This is an optimization exercise on Yosys and OpenROAD, whose aim is small area, a short achievable clock period and few clock cycles, not a production implementation.
Function was checked by simulation only, so behaviour that the tests miss may differ from the original.
Power and IR drop assume default switching activity.

==> design.v <==
module rv32i_ks_add #(
  parameter int W = 32
) (
  input  logic [W-1:0] a,
  input  logic [W-1:0] b,
  input  logic         cin,
  output logic [W-1:0] sum,
  output logic         cout
);
  localparam int L = $clog2(W);
  logic [W-1:0] g [0:L];
  logic [W-1:0] p [0:L];
  logic [W-1:0] p0;
  logic [W:0]   c;
  assign p0 = a ^ b;
  always_comb begin
    g[0] = a & b;
    p[0] = p0;
    g[0][0] = (a[0] & b[0]) | (p0[0] & cin);
    for (int l = 1; l <= L; l++) begin
      for (int i = 0; i < W; i++) begin
        if (i >= (1 << (l - 1))) begin
          g[l][i] = g[l-1][i] | (p[l-1][i] & g[l-1][i - (1 << (l - 1))]);
          p[l][i] = p[l-1][i] & p[l-1][i - (1 << (l - 1))];
        end else begin
          g[l][i] = g[l-1][i];
          p[l][i] = p[l-1][i];
        end
      end
    end
  end
  assign c   = {g[L], cin};
  assign sum = p0 ^ c[W-1:0];
  assign cout = c[W];
endmodule
`timescale 1ns/1ps
module rv32i_core #(
  parameter logic [31:0] RESET_VECTOR = 32'h0000_0000
) (
  input  logic        clk_i,
  input  logic        rst_ni,
  output logic        instr_req_o,
  input  logic        instr_gnt_i,
  input  logic        instr_rvalid_i,
  output logic [31:0] instr_addr_o,
  input  logic [31:0] instr_rdata_i,
  output logic        data_req_o,
  output logic        data_we_o,
  output logic [3:0]  data_be_o,
  output logic [31:0] data_addr_o,
  output logic [31:0] data_wdata_o,
  input  logic        data_rvalid_i,
  input  logic [31:0] data_rdata_i,
  input  logic        irq_timer_i,
  input  logic        irq_external_i,
  input  logic        irq_soft_i,
  input  logic        dbg_req_i,
  output logic        dbg_halted_o
);
  logic [31:2] pc_q;         
  logic [1:0]  ocnt_q;       
  logic [1:0]  dcnt_q;       
  logic        bvalid_q;     
  logic [31:0] buf_q;
  logic [31:2] dpc_q;        
  logic        x_redirect_q;  
  logic        xd_redirect_q;  
  logic        e_valid_q;
  logic [31:0] e_a_q, e_b_q;
  logic [11:0] e_simm_q;
  logic [31:2] e_alt_q;
  logic [31:2] e_tgt_q;      
  logic [4:0]  e_sh_q;       
  logic [2:0]  e_asel_q;     
  logic [3:0]  e_bsel_q;     
  logic [2:0]  e_dsel_q;     
  logic        e_sub_q;
  logic        e_r_add_q, e_r_slt_q, e_r_sltu_q, e_r_xor_q, e_r_or_q, e_r_and_q,
               e_r_sh_q, e_r_link_q;
  logic        e_sh_left_q, e_sh_arith_q;
  logic        e_jalr_q;
  logic        e_br_eq_q, e_br_lts_q, e_br_ltu_q, e_br_inv_q;
  logic [2:0]  e_f3_q;
  logic        e_load_q, e_store_q, e_we_q;
  logic [4:0]  e_rd_q;
  logic        m_valid_q;
  logic [31:0] m_res_q;
  logic [31:0] m_wdata_q;
  logic        m_load_q, m_store_q, m_we_q, m_issued_q;
  logic [2:0]  m_f3_q;
  logic [4:0]  m_rd_q;
  logic        w_valid_q;
  logic [31:0] w_res_q;
  logic        w_load_q, w_we_q;
  logic [2:0]  w_f3_q;
  logic [4:0]  w_rd_q;
  logic [31:0] rf_q [1:31];
  logic w_wait;
  logic hold;
  assign w_wait = w_valid_q && w_load_q && !data_rvalid_i;
  assign hold   = w_wait;
  logic [31:0] ld_shift;
  logic [31:0] ld_data;
  logic [31:0] w_data;
  logic        w_write;
  always_comb begin
    ld_shift = data_rdata_i >> {w_res_q[1:0], 3'b000};
    case (w_f3_q[1:0])
      2'b00:   ld_data = {{24{ld_shift[7]  & ~w_f3_q[2]}}, ld_shift[7:0]};
      2'b01:   ld_data = {{16{ld_shift[15] & ~w_f3_q[2]}}, ld_shift[15:0]};
      default: ld_data = data_rdata_i;
    endcase
  end
  assign w_data  = w_load_q ? ld_data : w_res_q;
  assign w_write = w_valid_q && w_we_q && !w_wait;
  always_ff @(posedge clk_i) begin
    if (w_write) rf_q[w_rd_q] <= w_data;
  end
  logic        resp;          
  logic        d_valid;
  logic [31:0] d_ins;
  logic        d_adv;         
  logic        d_stall;
  logic        fetch;         
  logic        e_redirect;
  logic [31:2] e_target;
  logic        d_redirect;
  logic [31:2] d_target;
  assign instr_req_o  = ({1'b0, ocnt_q} + {2'b00, bvalid_q}) < 3'd2;
  logic [31:2] fa;
  assign fa           = x_redirect_q ? e_tgt_q : pc_q;
  assign instr_addr_o = {fa, 2'b00};
  assign fetch        = instr_req_o && instr_gnt_i;
  assign resp    = instr_rvalid_i && (dcnt_q == 2'd0);
  assign d_valid = bvalid_q || resp;
  assign d_ins   = bvalid_q ? buf_q : instr_rdata_i;
  logic [4:0] opc;
  logic [2:0] f3;
  logic [4:0] rs1, rs2, rd;
  logic op_load, op_imm, op_auipc, op_store, op_op, op_lui, op_branch, op_jalr, op_jal;
  logic use_rs1, use_rs2, writes_rd;
  assign opc = d_ins[6:2];
  assign f3  = d_ins[14:12];
  assign rs1 = d_ins[19:15];
  assign rs2 = d_ins[24:20];
  assign rd  = d_ins[11:7];
  assign op_load   = (opc == 5'b00000);
  assign op_imm    = (opc == 5'b00100);
  assign op_auipc  = (opc == 5'b00101);
  assign op_store  = (opc == 5'b01000);
  assign op_op     = (opc == 5'b01100);
  assign op_lui    = (opc == 5'b01101);
  assign op_branch = (opc == 5'b11000);
  assign op_jalr   = (opc == 5'b11001);
  assign op_jal    = (opc == 5'b11011);
  assign use_rs1   = op_load | op_imm | op_store | op_op | op_branch | op_jalr;
  assign use_rs2   = op_store | op_op | op_branch;
  assign writes_rd = (op_load | op_imm | op_auipc | op_op | op_lui | op_jalr | op_jal)
                     && (rd != 5'd0);
  logic [31:0] imm_i, imm_u, imm_b, imm_j;
  assign imm_i = {{20{d_ins[31]}}, d_ins[31:20]};
  assign imm_u = {d_ins[31:12], 12'd0};
  assign imm_b = {{20{d_ins[31]}}, d_ins[7], d_ins[30:25], d_ins[11:8], 1'b0};
  assign imm_j = {{12{d_ins[31]}}, d_ins[19:12], d_ins[20], d_ins[30:21], 1'b0};
  logic [31:0] rf_rs1, rf_rs2, rd1, rd2;
  always_comb begin
    rf_rs1 = 32'd0;
    rf_rs2 = 32'd0;
    for (int i = 1; i < 32; i++) begin
      rf_rs1 = rf_rs1 | ({32{rs1 == 5'(i)}} & rf_q[i]);
      rf_rs2 = rf_rs2 | ({32{rs2 == 5'(i)}} & rf_q[i]);
    end
  end
  assign rd1 = (w_valid_q && w_we_q && (w_rd_q == rs1)) ? w_data : rf_rs1;
  assign rd2 = (w_valid_q && w_we_q && (w_rd_q == rs2)) ? w_data : rf_rs2;
  logic e_hit1, e_hit2, m_hit1, m_hit2;
  assign e_hit1 = e_valid_q && e_we_q && (e_rd_q == rs1);
  assign e_hit2 = e_valid_q && e_we_q && (e_rd_q == rs2);
  assign m_hit1 = m_valid_q && m_we_q && (m_rd_q == rs1);
  assign m_hit2 = m_valid_q && m_we_q && (m_rd_q == rs2);
  assign d_stall = (use_rs1 && ((e_hit1 && e_load_q) || (m_hit1 && m_load_q))) ||
                   (use_rs2 && ((e_hit2 && e_load_q) || (m_hit2 && m_load_q)));
  assign d_adv = d_valid && !d_stall && !hold && !x_redirect_q && !xd_redirect_q;
  logic        pred_taken;
  logic [31:2] d_pc4, d_tgt;
  assign pred_taken = d_ins[6] && (d_ins[3] || (!d_ins[2] && d_ins[31]));
  assign d_pc4      = dpc_q + 30'd1;
  logic d_tgt_co;
  rv32i_ks_add #(.W(30)) tgt_add_i (
    .a(dpc_q), .b(d_ins[3] ? imm_j[31:2] : imm_b[31:2]), .cin(1'b0),
    .sum(d_tgt), .cout(d_tgt_co)
  );
  assign d_redirect = d_adv && pred_taken;
  assign d_target   = d_tgt;
  logic [31:0] alu_a, alu_b, st_data;
  logic [31:0] b_x, sum;
  logic        cout;
  logic        lt_u, lt_s, eq;
  logic [31:0] sh_in, sh_out;
  logic [32:0] sh_r;
  logic [31:0] e_res;
  logic        br_cond;
  assign alu_a = ({32{e_asel_q[0]}} & e_a_q) |
                 ({32{e_asel_q[1]}} & m_res_q) |
                 ({32{e_asel_q[2]}} & w_res_q);
  assign alu_b = ({32{e_bsel_q[0]}} & e_b_q) |
                 ({32{e_bsel_q[1]}} & m_res_q) |
                 ({32{e_bsel_q[2]}} & w_res_q) |
                 ({32{e_bsel_q[3]}} & {{20{e_simm_q[11]}}, e_simm_q});
  assign st_data = ({32{e_dsel_q[0]}} & e_b_q) |
                   ({32{e_dsel_q[1]}} & m_res_q) |
                   ({32{e_dsel_q[2]}} & w_res_q);
  assign b_x = alu_b ^ {32{e_sub_q}};
  rv32i_ks_add #(.W(32)) alu_add_i (
    .a(alu_a), .b(b_x), .cin(e_sub_q), .sum(sum), .cout(cout)
  );
  assign lt_u = !cout;
  assign lt_s = (alu_a[31] ^ alu_b[31]) ? alu_a[31] : sum[31];
  assign eq   = (alu_a == alu_b);
  function automatic logic [31:0] rev32(input logic [31:0] x);
    for (int i = 0; i < 32; i++) rev32[i] = x[31-i];
  endfunction
  assign sh_in  = e_sh_left_q ? rev32(alu_a) : alu_a;
  logic [4:0] shamt;
  assign shamt  = ({5{e_bsel_q[0]}} & e_sh_q) |
                  ({5{e_bsel_q[1]}} & m_res_q[4:0]) |
                  ({5{e_bsel_q[2]}} & w_res_q[4:0]);
  assign sh_r   = $signed({e_sh_arith_q & alu_a[31], sh_in}) >>> shamt;
  assign sh_out = e_sh_left_q ? rev32(sh_r[31:0]) : sh_r[31:0];
  assign e_res = ({32{e_r_add_q}}  & sum) |
                 ({32{e_r_slt_q}}  & {31'd0, lt_s}) |
                 ({32{e_r_sltu_q}} & {31'd0, lt_u}) |
                 ({32{e_r_xor_q}}  & (alu_a ^ alu_b)) |
                 ({32{e_r_or_q}}   & (alu_a | alu_b)) |
                 ({32{e_r_and_q}}  & (alu_a & alu_b)) |
                 ({32{e_r_sh_q}}   & sh_out) |
                 ({32{e_r_link_q}} & {e_alt_q, 2'b00});
  assign br_cond = ((e_br_eq_q & eq) | (e_br_lts_q & lt_s) | (e_br_ltu_q & lt_u)) ^ e_br_inv_q;
  logic e_live;
  assign e_live     = e_valid_q && !x_redirect_q;
  assign e_redirect = e_live && !hold &&
                      (br_cond || e_jalr_q);
  assign e_target   = e_jalr_q ? sum[31:2] : e_alt_q;
  assign data_req_o   = m_valid_q && (m_load_q || m_store_q) && !m_issued_q;
  assign data_we_o    = m_store_q;
  assign data_addr_o  = m_res_q;
  assign data_wdata_o = m_wdata_q;
  always_comb begin
    case (m_f3_q[1:0])
      2'b00:   data_be_o = 4'b0001 << m_res_q[1:0];
      2'b01:   data_be_o = m_res_q[1] ? 4'b1100 : 4'b0011;
      default: data_be_o = 4'b1111;
    endcase
  end
  assign dbg_halted_o = 1'b0;
  logic [1:0] ocnt_n;
  assign ocnt_n = ocnt_q + {1'b0, fetch} - {1'b0, instr_rvalid_i};
  logic cleanup, overflow;
  assign cleanup  = x_redirect_q || xd_redirect_q;
  assign overflow = bvalid_q && resp && !d_adv && !cleanup;
  always_ff @(posedge clk_i or negedge rst_ni) begin
    if (!rst_ni) begin
      pc_q          <= RESET_VECTOR[31:2];
      ocnt_q        <= 2'd0;
      dcnt_q        <= 2'd0;
      bvalid_q      <= 1'b0;
      x_redirect_q  <= 1'b0;
      xd_redirect_q <= 1'b1;
    end else begin
      ocnt_q        <= ocnt_n;
      x_redirect_q  <= e_redirect;
      xd_redirect_q <= d_redirect;
      if (d_redirect)      pc_q <= d_target;
      else if (overflow)   pc_q <= d_pc4;
      else if (fetch)      pc_q <= fa + 30'd1;
      else                 pc_q <= fa;
      if (cleanup) begin
        dcnt_q   <= ocnt_q - {1'b0, instr_rvalid_i};
        bvalid_q <= 1'b0;
      end else if (overflow) begin
        dcnt_q   <= ocnt_n;
      end else begin
        if (instr_rvalid_i && dcnt_q != 2'd0) dcnt_q <= dcnt_q - 2'd1;
        bvalid_q <= bvalid_q ? (!d_adv || resp) : (resp && !d_adv);
      end
    end
  end
  always_ff @(posedge clk_i) begin
    if (cleanup)    dpc_q <= fa;
    else if (d_adv) dpc_q <= d_pc4;
  end
  always_ff @(posedge clk_i) begin
    e_tgt_q <= e_target;
  end
  always_ff @(posedge clk_i) begin
    if (resp && (bvalid_q ? d_adv : !d_adv)) buf_q <= instr_rdata_i;
  end
  always_ff @(posedge clk_i or negedge rst_ni) begin
    if (!rst_ni) begin
      e_valid_q <= 1'b0;
    end else if (!hold) begin
      e_valid_q <= d_adv;
    end else if (x_redirect_q) begin
      e_valid_q <= 1'b0;
    end
  end
  always_ff @(posedge clk_i) begin
    if (!hold) begin
      e_a_q    <= op_lui ? 32'd0 : (op_auipc ? {dpc_q, 2'b00} : rd1);
      e_sh_q   <= op_op ? rd2[4:0] : d_ins[24:20];
      e_b_q    <= (op_op | op_branch | op_store) ? rd2 :
                  ((op_lui | op_auipc) ? imm_u : imm_i);
      e_simm_q <= {d_ins[31:25], d_ins[11:7]};
      e_alt_q  <= (!d_ins[31] && !d_ins[2]) ? d_tgt : d_pc4;
      e_asel_q[1] <= use_rs1 && e_hit1 && !op_auipc && !op_lui;
      e_asel_q[2] <= use_rs1 && !e_hit1 && m_hit1;
      e_asel_q[0] <= !(use_rs1 && (e_hit1 || m_hit1));
      e_bsel_q[3] <= op_store;
      e_bsel_q[1] <= (op_op | op_branch) && e_hit2;
      e_bsel_q[2] <= (op_op | op_branch) && !e_hit2 && m_hit2;
      e_bsel_q[0] <= !op_store && !((op_op | op_branch) && (e_hit2 || m_hit2));
      e_dsel_q[1] <= e_hit2;
      e_dsel_q[2] <= !e_hit2 && m_hit2;
      e_dsel_q[0] <= !(e_hit2 || m_hit2);
      e_sub_q      <= op_branch || (op_op && d_ins[30] && f3 == 3'b000) ||
                      ((op_op || op_imm) && (f3 == 3'b010 || f3 == 3'b011));
      e_r_add_q    <= op_load || op_store || op_lui || op_auipc ||
                      ((op_op || op_imm) && f3 == 3'b000);
      e_r_slt_q    <= (op_op || op_imm) && f3 == 3'b010;
      e_r_sltu_q   <= (op_op || op_imm) && f3 == 3'b011;
      e_r_xor_q    <= (op_op || op_imm) && f3 == 3'b100;
      e_r_or_q     <= (op_op || op_imm) && f3 == 3'b110;
      e_r_and_q    <= (op_op || op_imm) && f3 == 3'b111;
      e_r_sh_q     <= (op_op || op_imm) && f3[1:0] == 2'b01;
      e_r_link_q   <= op_jal || op_jalr;
      e_sh_left_q  <= !f3[2];
      e_sh_arith_q <= d_ins[30];
      e_br_eq_q    <= op_branch && !f3[2];
      e_br_lts_q   <= op_branch && f3[2:1] == 2'b10;
      e_br_ltu_q   <= op_branch && f3[2:1] == 2'b11;
      e_br_inv_q   <= op_branch && (f3[0] ^ d_ins[31]);
      e_jalr_q     <= op_jalr;
      e_f3_q       <= f3;
      e_load_q     <= op_load;
      e_store_q    <= op_store;
      e_we_q       <= writes_rd;
      e_rd_q       <= rd;
    end
  end
  always_ff @(posedge clk_i or negedge rst_ni) begin
    if (!rst_ni) begin
      m_valid_q  <= 1'b0;
      m_issued_q <= 1'b0;
      w_valid_q  <= 1'b0;
    end else begin
      if (!hold) begin
        m_valid_q  <= e_live;
        m_issued_q <= 1'b0;
        w_valid_q  <= m_valid_q;
      end else if (data_req_o) begin
        m_issued_q <= 1'b1;
      end
    end
  end
  always_ff @(posedge clk_i) begin
    if (!hold) begin
      m_res_q   <= e_res;
      case (e_f3_q[1:0])
        2'b00:   m_wdata_q <= {4{st_data[7:0]}};
        2'b01:   m_wdata_q <= {2{st_data[15:0]}};
        default: m_wdata_q <= st_data;
      endcase
      m_load_q  <= e_load_q;
      m_store_q <= e_store_q;
      m_we_q    <= e_we_q;
      m_f3_q    <= e_f3_q;
      m_rd_q    <= e_rd_q;
      w_res_q   <= m_res_q;
      w_load_q  <= m_load_q;
      w_we_q    <= m_we_q;
      w_f3_q    <= m_f3_q;
      w_rd_q    <= m_rd_q;
    end
  end
endmodule
==> run.sh <==
#!/bin/bash
# synth_recipe.tcl (not shown) runs the flow's synth.tcl, then flattens the netlist and writes it again
# the make line also repeats each setting of config.mk as NAME=value (left out here)
make -C /OpenROAD-flow-scripts/flow DESIGN_CONFIG=/design/flow/config.mk WORK_HOME=/design/flow/orfs CLKGATE_MAP_FILE= SYNTH_SCRIPT=/design/flow/synth_recipe.tcl finish
==> config.mk <==
export PLATFORM = sky130hd
export DESIGN_NAME = rv32i_core
export DESIGN_NICKNAME = rv32i_core
export VERILOG_FILES = /design/flow/design.v
export SDC_FILE = /design/flow/constraint.sdc
export NUM_CORES = 4
export LEC_CHECK = 0
export CAP_MARGIN = 20
export CORE_MARGIN = 2
export CORE_UTILIZATION = 40
export PLACE_DENSITY = 0.6
export SETUP_SLACK_MARGIN = 4.0
export SLEW_MARGIN = 20
export TNS_END_PERCENT = 100
==> constraint.sdc <==
create_clock -name core_clock -period 8.0 [get_ports {clk_i}]
set_input_delay 1.6000 -clock core_clock [delete_from_list [all_inputs] [get_ports {clk_i}]]
set_output_delay 1.6000 -clock core_clock [all_outputs]
set_load 0.01 [all_outputs]
==> results of run 1 <==
-- cell type report --
| cell class | count | area [sq um] | area share (%) |
|---|---|---|---|
| flip-flops and latches | 1381 | 41000 | 48.3 |
| inverters | 122 | 472 | 0.556 |
| repair inverters | 1 | 5.00 | 0.00590 |
| clock inverters | 97 | 1010 | 1.19 |
| repair buffers | 769 | 7280 | 8.58 |
| multi-input cells | 3552 | 28500 | 33.6 |
| diodes | 10 | 25.0 | 0.0295 |
| well taps | 2218 | 2780 | 3.27 |
| clock buffers | 172 | 3820 | 4.51 |
-- repair_timing --
action / CTS / global route
setup endpoints to repair: 834 / 385
gates resized for setup: 368 / 262
pin swaps: 131 / 145
cloned: 13 / 10
buffers inserted: 213 / 116
-- worst min path at each step --
stage | from | end | slack, ns | cells after the start
floorplan | e_f3_q[2] | m_f3_q[2] | 0.40 | 0
global placement | m_f3_q[2] | w_f3_q[2] | 0.40 | 0
CTS | m_f3_q[2] | w_f3_q[2] | 0.42 | 0
finish | e_f3_q[2] | m_f3_q[2] | 0.42 | 0
detailed placement | m_f3_q[2] | w_f3_q[2] | 0.41 | 0
global route | e_f3_q[2] | m_f3_q[2] | 0.42 | 0
-- power by group through the flow --
stage	logic (mW)	registers, mW	clock network (mW)
after global placement	11.3	10.5	0
after global routing	14.9	10.4	7.22
after CTS	12.9	10.4	6.95
final	14.5	10.4	6.97
after floorplan	6.72	10.1	0
after detailed placement	11.3	10.5	0
-- registers in the layout, indices dropped and copies added, names as in the netlist, 12 cells and up --
signal and cells:
rf_q 992, e_a_q 32, e_b_q 32, m_res_q 32, m_wdata_q 32, w_res_q 32, buf_q 30, dpc_q 30
e_alt_q 30, e_tgt_q 30, pc_q 30, e_simm_q 12
-- metal layers --
metal | wire, um | track usage, % | vias to the layer above
li1 | - | - | 23300
met1 | 113000 | 44.8 | 30100
met2 | 145000 | 56.0 | 6584
met3 | 57800 | 16.9 | 2172
met4 | 39100 | 31.6 | 40
met5 | 448 | 0.222 | -
-- cells by family (layout without fill, tap and decap cells) --
kind of cell	Yosys count	count (layout)	synth area share [%]
AO/OA/AOI/OAI	1857	1857	20.4
XOR/XNOR	176	176	2.25
adder cells (fa/ha/maj)	132	132	2.44
buffers and inverters	509	1161	3.05
flip-flops	1381	1381	59.9
multiplexers	213	216	3.90
other	1	13	0.00548
AND/OR/NAND/NOR	1162	1168	8.08
-- worst max-delay path, stage by stage, from the launching register on --
cell and delay (ns):
sky130_fd_sc_hd__edfxtp_1 0.43, sky130_fd_sc_hd__buf_4 0.20, sky130_fd_sc_hd__bufbuf_16 0.32, sky130_fd_sc_hd__a22oi_1 0.24, sky130_fd_sc_hd__nand3_2 0.26, sky130_fd_sc_hd__xnor2_1 0.22
sky130_fd_sc_hd__ha_1 0.40, sky130_fd_sc_hd__a211o_1 0.35, sky130_fd_sc_hd__a221o_1 0.45, sky130_fd_sc_hd__or3_1 0.42, sky130_fd_sc_hd__mux2i_4 0.22, sky130_fd_sc_hd__buf_6 0.14
sky130_fd_sc_hd__nor2_4 0.04, sky130_fd_sc_hd__a311o_1 0.29
-- cells in the final DEF, fill, tap and decap left out, types with 155 or more instances in the layout --
| master | count |
|---|---|
| sky130_fd_sc_hd__nand2_1 | 240 |
| sky130_fd_sc_hd__a22o_1 | 265 |
| sky130_fd_sc_hd__a221oi_1 | 261 |
| sky130_fd_sc_hd__a22oi_1 | 423 |
| sky130_fd_sc_hd__nor2_1 | 262 |
| sky130_fd_sc_hd__edfxtp_1 | 1310 |
| sky130_fd_sc_hd__buf_4 | 477 |
| sky130_fd_sc_hd__a21oi_1 | 217 |
| sky130_fd_sc_hd__nand3_1 | 155 |
==> impl_summary.log, run 1 <==
INFO  metric route.detailed.vias_per_inst = 7.48
INFO  metric final_design_area_no_fill = roughly 85000 sq um
INFO  metric pwr-share-clk = a little over a fifth
INFO  metric cts_root_buffer = sky130_fd_sc_hd__clkbuf_16
INFO  metric drt_first_pass_iters = 15
INFO  metric netlist.area_leader.share = 57.5%
INFO  metric startpoint_type = flip-flop
INFO  metric maxSlewViolCount = 0
INFO  metric share_comb_of_total_power = roughly 45%
INFO  metric final_period_util = 53.4%
INFO  metric ir_drop = 231 uV
INFO  metric ys_dominant_reg_cell = sky130_fd_sc_hd__edfxtp_1
INFO  metric number_of_nets_in_the_layout = 6180
INFO  metric switching_share = between 40 and 50%
INFO  metric rr_worst_depth = 13
INFO  metric p_seq_share = 32.7%
INFO  metric switching_power = between 10 and 15 mW
INFO  metric cts_hold_repair.buffers = 0
INFO  metric combined_global_route_utilization_of_all_metal_layers = 38.9%
INFO  metric final.setup_skew = 0.0728 ns
INFO  metric clock_insertion_delay_worst_skew = 0.86 ns
INFO  metric grt_pass1_wl = 469 mm
INFO  metric worstHoldPathType = flip-flop to flip-flop
INFO  metric clk_path_buf_depth = 3
INFO  metric area_delta_synth_final = 24.0%
INFO  metric number_of_drc_violations_after_detailed_routing = 0
INFO  metric pre_cts_ws = 2.01 ns
INFO  metric dp.cells = 7689
INFO  metric gp_congestion = 1.01
INFO  metric area_of_the_core = 170000 sq um
INFO  metric timing.setup.tns = 0 ns
INFO  metric regToRegStartpoint = e_bsel_q[2]
INFO  metric setup_slack = about 3.7 ns
INFO  metric period_minus_slack = 4.27 ns
INFO  metric grt_max_degree = roughly 140
INFO  metric ys_top_cells_by_area = sky130_fd_sc_hd__edfxtp_1, sky130_fd_sc_hd__a22oi_1, sky130_fd_sc_hd__a22o_1
INFO  metric layout.filler_cells = 14500
INFO  metric std_cell_rows = 151
INFO  metric floorplan.initialDensity = 40.3%
INFO  metric synth-seq-area-share = 59.9%
INFO  metric post_synth_edffs = 1310
INFO  metric via_count_of_the_first_global_routing_pass = 57300
INFO  metric yosys_warnings = 7
INFO  metric top_level_ports = 177
INFO  metric hold_violations = 0
INFO  metric htree_num_levels = 4
INFO  metric reg_to_reg_slack_setup = roughly 3.7 ns
INFO  metric count_of_port_buffers_added_during_placement = 167
INFO  metric power-per-cell-area = 375 nW/um^2
INFO  metric holdWs = 0.421 ns
INFO  metric critPathCaptureType = flip-flop
INFO  metric result_of_the_run = timing/DRC/antenna clean
INFO  metric crit_required = approximately 8.6 ns
INFO  metric finalSetupViolations = 0
INFO  metric static-leakage-power = a little under 30 nW
INFO  metric avg_inst_size_synth = approximately 13 sq um
INFO  metric dr_total_vias = between 60000 and 70000
INFO  metric synth.lib_cells_used.distinct = 94
INFO  metric power.internal = 18.8 mW
INFO  metric synth.top_cells.by_count = sky130_fd_sc_hd__edfxtp_1, sky130_fd_sc_hd__a22oi_1, sky130_fd_sc_hd__nor2_1
INFO  metric crit_fanout = 17
INFO  metric post-synth-top-count-cell = sky130_fd_sc_hd__edfxtp_1
INFO  metric globalRouteOverflowTotal = 0
INFO  metric max_slew.worst_pin.slew = 1.19 ns
INFO  metric synthesized_netlist_cell_count = 5431
INFO  metric final_instance_count_excl_fillers = 8322
INFO  metric fin_total_pwr = roughly 32 mW
INFO  metric rsz0062_at_grt = yes
INFO  metric critPathKind = flip-flop to flip-flop
INFO  metric rr_endpoint = m_res_q[0]
INFO  metric floorplan.die.width = 418 um
INFO  metric finish.utilization = 50.0%
INFO  metric dp.final_hpwl = 211 mm
INFO  metric syn-cell-area = 68400 sq um
INFO  metric relSlewSlack = 20.8%
INFO  metric clock_sinks = 1381
INFO  metric cts_tree = yes
INFO  metric cts_buffers = 148
INFO  metric max_cap_viol_count = 0
INFO  metric fp.dieArea = 174000 sq um
INFO  metric cts.clk_slew.worst_paths = approximately 0.06 ns
INFO  metric dieHeight = roughly 420 um
INFO  metric layout-drive-gt1-share = approximately 23%
INFO  metric antenna_found_initial = 33
INFO  metric crit_arrival = 4.82 ns
INFO  metric netlist.top_cell.by_area = sky130_fd_sc_hd__edfxtp_1
INFO  metric synth.ff_latch_count = 1381
INFO  metric critical_path.startpoint = e_bsel_q[2]
INFO  metric drtAntennaViolNets = 0
INFO  metric initialDrtViolationCount = 13800
INFO  metric endpoint = m_res_q[0]
INFO  metric fmax = 234 MHz
INFO  metric detail_route.wirelength = ~360 mm
INFO  metric placement.cell_area = roughly 74000 sq um
INFO  metric wl_per_cell = 42.7 um
INFO  metric asyncSetResetFlopFracSynth = around 3%
Testbench counts, summed over its fixed seeds: cycles 18,927.
==> run 2: changes to the inputs <==
--- a/config.mk
+++ b/config.mk
@@ -8,6 +8,7 @@
 export CAP_MARGIN = 20
 export CORE_MARGIN = 2
 export CORE_UTILIZATION = 40
+export CTS_BUF_LIST = sky130_fd_sc_hd__clkbuf_8
 export PLACE_DENSITY = 0.6
 export SETUP_SLACK_MARGIN = 4.0
 export SLEW_MARGIN = 20
==> run 2 against run 1 <==
  * Total power decreased by 2.1%
  * Fmax is 0.28% lower
  * Synthesized cell count unchanged
  * Hold slack lost 0.0010 ns
  * Utilization down 0.67 points
  * Final cell count rose by 1.3%
  * Clock power fell by 9.6%
  * Critical endpoint is now x_redirect_q
  * Largest cell class unchanged
  * Highest routed layer unchanged
==> impl_summary.log, run 2 <==
INFO  metric result_of_the_run = timing/DRC/antenna clean
INFO  metric ys_dominant_reg_cell = sky130_fd_sc_hd__edfxtp_1
INFO  metric max_flop_register = rf_q
INFO  metric max_cap_viol_count = 0 (unchanged)
INFO  metric final_period_util = 53.5% (+0.15 points)
INFO  metric layout.filler_cells = 14800 (+1.8%)
INFO  metric cts_hold_repair.buffers = 0 (unchanged)
INFO  metric htree_num_levels = 4 (unchanged)
INFO  metric power.internal = 18.2 mW (-3.3%)
INFO  metric crit_required = 8.87 ns (+0.32 ns)
INFO  metric setup_slack = 3.72 ns (-0.0121 ns)
INFO  metric netlist.top_cell.by_area = sky130_fd_sc_hd__edfxtp_1
INFO  metric initialDrtViolationCount = 13500 (-1.5%)
INFO  metric gp_congestion = 1.01 (unchanged)
INFO  metric synth.lib_cells_used.distinct = 94 (unchanged)
INFO  metric switching_power = 13.0 mW (-0.50%)
INFO  metric ir_drop = 204 uV (-11%)
INFO  metric combined_global_route_utilization_of_all_metal_layers = 39.0% (+0.15 points)
INFO  metric synth-seq-area-share = 59.9% (unchanged)
INFO  metric final.setup_skew = 0.108 ns (+0.0356 ns)
INFO  metric regToRegStartpoint = e_bsel_q[2]
INFO  metric cts.clk_slew.worst_paths = 0.06 ns (about the same)
INFO  metric clock_sinks = 1381 (unchanged)
INFO  metric share_comb_of_total_power = 46.4% (+1.0 points)
INFO  metric finish.utilization = 49.3% (-0.67 points)
INFO  metric via_count_of_the_first_global_routing_pass = 57700 (+0.66%)
INFO  metric clock_insertion_delay_worst_skew = 1.05 ns (+0.19 ns)
INFO  metric relSlewSlack = 14.9% (-5.9 points)
INFO  metric synth.top_cells.by_count = sky130_fd_sc_hd__edfxtp_1, sky130_fd_sc_hd__a22oi_1, sky130_fd_sc_hd__nor2_1
INFO  metric count_of_port_buffers_added_during_placement = 167 (unchanged)
INFO  metric top_level_ports = 177 (unchanged)
INFO  metric netlist.area_leader.share = 57.5% (unchanged)
INFO  metric fmax = 233 MHz (-0.28%)
INFO  metric layout.cells.most_common = sky130_fd_sc_hd__edfxtp_1
INFO  metric globalRouteOverflowTotal = 0 (unchanged)
INFO  metric hold_violations = 0 (unchanged)
INFO  metric floorplan.initialDensity = 40.3% (unchanged)
INFO  metric grt_max_degree = 139 (unchanged)
INFO  metric p_seq_share = 33.4% (+0.7 points)
INFO  metric syn-cell-area = 68400 sq um (unchanged)
INFO  metric dp.final_hpwl = 211 mm (unchanged)
INFO  metric number_of_nets_in_the_layout = 6208 (+0.45%)
INFO  metric cts_root_buffer = sky130_fd_sc_hd__clkbuf_8
INFO  metric critical_path.startpoint = e_bsel_q[2]
INFO  metric fin_total_pwr = 31.2 mW (-2.1%)
INFO  metric detail_route.wirelength = 353 mm (-0.75%)
INFO  metric drtAntennaViolNets = 0 (unchanged)
INFO  metric max_reg_flops = 992 (unchanged)
INFO  metric area_of_the_core = 170000 sq um (unchanged)
INFO  metric rsz0062_at_grt = yes
INFO  metric drt_first_pass_iters = 13 (-2)
INFO  metric cts_tree = yes
INFO  metric layout-drive-gt1-share = 22.8% (-0.054 points)
INFO  metric floorplan.die.width = 418 um (unchanged)
INFO  metric post-synth-top-count-cell = sky130_fd_sc_hd__edfxtp_1
INFO  metric area_delta_synth_final = 22.3%
INFO  metric timing.hold.worst.start = e_f3_q[2]
INFO  metric power-per-cell-area = 372 nW/um^2 (-0.81%)
INFO  metric startpoint_type = flip-flop
INFO  metric static-leakage-power = 29.8 nW (about the same)
INFO  metric grt_pass1_wl = 471 mm (+0.34%)
INFO  metric ys_top_cells_by_area = sky130_fd_sc_hd__edfxtp_1, sky130_fd_sc_hd__a22oi_1, sky130_fd_sc_hd__a22o_1
INFO  metric std_cell_rows = 151 (unchanged)
INFO  metric route.detailed.vias_per_inst = 7.35 (-1.7%)
INFO  metric wl_per_cell = 41.9 um (-2.0%)
INFO  metric maxSlewViolCount = 0 (unchanged)
INFO  metric synthesized_netlist_cell_count = 5431 (unchanged)
INFO  metric dieHeight = 418 um (unchanged)
INFO  metric pwr-share-clk = 20.2% (-1.7 points)
INFO  metric finalSetupViolations = 0 (unchanged)
INFO  metric cts_buffers = 224 (+51%)
INFO  metric pre_cts_ws = 2.01 ns (unchanged)
INFO  metric fp.dieArea = 174000 sq um (unchanged)
INFO  metric yosys_warnings = 7 (unchanged)
INFO  metric placement.cell_area = 74300 sq um (unchanged)
INFO  metric antenna_found_initial = 22 (-33%)
INFO  metric commonest_non_fill_non_tap_cells_in_the_layout = sky130_fd_sc_hd__edfxtp_1, sky130_fd_sc_hd__buf_4, sky130_fd_sc_hd__a22oi_1
INFO  metric critPathCaptureType = flip-flop
INFO  metric worstHoldPathType = flip-flop to flip-flop
INFO  metric critPathKind = flip-flop to flip-flop
INFO  metric crit_fanout = 8 (-9)
INFO  metric max_slew.worst_pin.slew = 1.27 ns (+0.0861 ns)
INFO  metric dr_total_vias = 62000 (-0.41%)
INFO  metric final_design_area_no_fill = 83700 sq um (-1.3%)
INFO  metric number_of_drc_violations_after_detailed_routing = 0 (unchanged)
INFO  metric clk_path_buf_depth = 3 (unchanged)
INFO  metric period_minus_slack = 4.28 ns (+0.0121 ns)
INFO  metric crit_arrival = 5.15 ns (+0.33 ns)
INFO  metric switching_share = 41.7% (+0.69 points)
INFO  metric asyncSetResetFlopFracSynth = 2.97% (unchanged)
INFO  metric post_synth_edffs = 1310 (unchanged)
INFO  metric synth.ff_latch_count = 1381 (unchanged)
INFO  metric avg_inst_size_synth = 12.6 sq um (unchanged)
## run 2: cell type report
class | instances | area [sq um] | area share [%]
antenna | 17 | 42.5 | 0.0508
clock buffer | 233 | 3210 | 3.83
clock inverter | 186 | 1250 | 1.50
inverter | 122 | 469 | 0.561
multi-input combinational | 3550 | 28200 | 33.7
sequential | 1381 | 41000 | 48.9
tap | 2218 | 2780 | 3.32
timing repair buffer | 723 | 6770 | 8.08
timing repair inverter | 1 | 5.00 | 0.00598
## run 2: critical path: stages (launching register included)
cell	delay, ns
sky130_fd_sc_hd__edfxtp_1	0.45
sky130_fd_sc_hd__buf_12	0.18
sky130_fd_sc_hd__buf_4	0.18
sky130_fd_sc_hd__a22oi_1	0.23
sky130_fd_sc_hd__nand3_2	0.31
sky130_fd_sc_hd__xnor2_1	0.22
sky130_fd_sc_hd__ha_1	0.39
sky130_fd_sc_hd__and4_1	0.29
sky130_fd_sc_hd__and4_4	0.26
sky130_fd_sc_hd__nand2_2	0.07
sky130_fd_sc_hd__o211ai_1	0.23
sky130_fd_sc_hd__o2111ai_4	0.19
sky130_fd_sc_hd__nand3_2	0.14
sky130_fd_sc_hd__a41oi_4	0.14
sky130_fd_sc_hd__a2111o_1	0.56
sky130_fd_sc_hd__nor4_4	0.25
sky130_fd_sc_hd__nor3b_2	0.07
## run 2: final timing paths
| check | slack (ns) | cells after the start | to |
|---|---|---|---|
| max in group asynchronous | 6.69 | 2 | bvalid_q |
| worst max-delay path | 3.72 | 16 | x_redirect_q |
| worst max register to register | 3.72 | 16 | x_redirect_q |
| min in group asynchronous | 0.75 | 2 | pc_q[20] |
| worst min register to register | 0.42 | 0 | m_f3_q[2] |
| worst min-delay path | 0.42 | 0 | m_f3_q[2] |
## run 2: power groups by stage
| stage | Combinational [mW] | Clock, mW | Sequential (mW) |
|---|---|---|---|
| floorplan | 6.72 | 0 | 10.1 |
| global placement | 11.3 | 0 | 10.5 |
| detailed placement | 11.3 | 0 | 10.5 |
| CTS | 12.8 | 6.26 | 10.4 |
| global route | 14.9 | 6.56 | 10.4 |
| finish | 14.5 | 6.30 | 10.4 |
## run 2: metal layers
layer  routed length (um)  GRT usage [%]
met1               114000           45.2
met5                  424          0.861
met3                56300           16.9
met2               144000           56.2
met4                38000           31.3
## run 2: repair_timing
action,in CTS,in global routing
cloned,13,4
gates resized for setup,356,276
endpoints found under the setup margin,488,255
pin swaps,116,119
buffers inserted,189,97
## run 2: logic make-up (layout without fill, tap and decap cells)
family / count (synthesis) / in the layout / synth area share [%]
simple gates: 1162 / 1167 / 8.08
flops: 1381 / 1381 / 59.9
other cells: 1 / 20 / 0.00548
fa+ha+maj: 132 / 132 / 2.44
xor+xnor: 176 / 176 / 2.25
buf+inv: 509 / 1265 / 3.05
mux: 213 / 215 / 3.90
compound gates: 1857 / 1857 / 20.4
## run 2: through the flow
stage               TNS (ns)  hold slack (ns)  std cells
detailed placement         0            0.406       7689
floorplan           -3020.33            0.400       5433
global placement           0            0.403       7688
finish                     0            0.420       8431
CTS                        0            0.420       8310
global route               0            0.426       8418

==> static timing again, ports no longer ideal <==
The flow's constraints put no driver on any port. The routed layouts listed below were extracted and timed again, unchanged, in two steps.
Step 1, drivers: a clkbuf_16 drives clk_i and a buf_2 each remaining input, both assumed.
Step 2, shift: input delay + t, output delay - t, t = (earliest + latest rising clock arrival at the registers) / 2. This alone moves slack from input paths to output paths.
Three values: ideal, step 1, step 2; two values: the first two.
| run | t (ns) | setup slack, ns | worst setup path at the end | worst register clock-pin slew, ns |
|---|---|---|---|---|
| run 1 | 0.902 | 3.729 / 3.729 / 3.005 | input to register | 0.07 / 0.07 |
| run 2 | 1.090 | 3.717 / 3.717 / 2.865 | input to register | 0.08 / 0.08 |
After both steps every run listed still meets setup and hold. For run 2, which loses most, drivers alone change the setup slack by 0.000 ns; drivers and shift together by -0.852 ns.
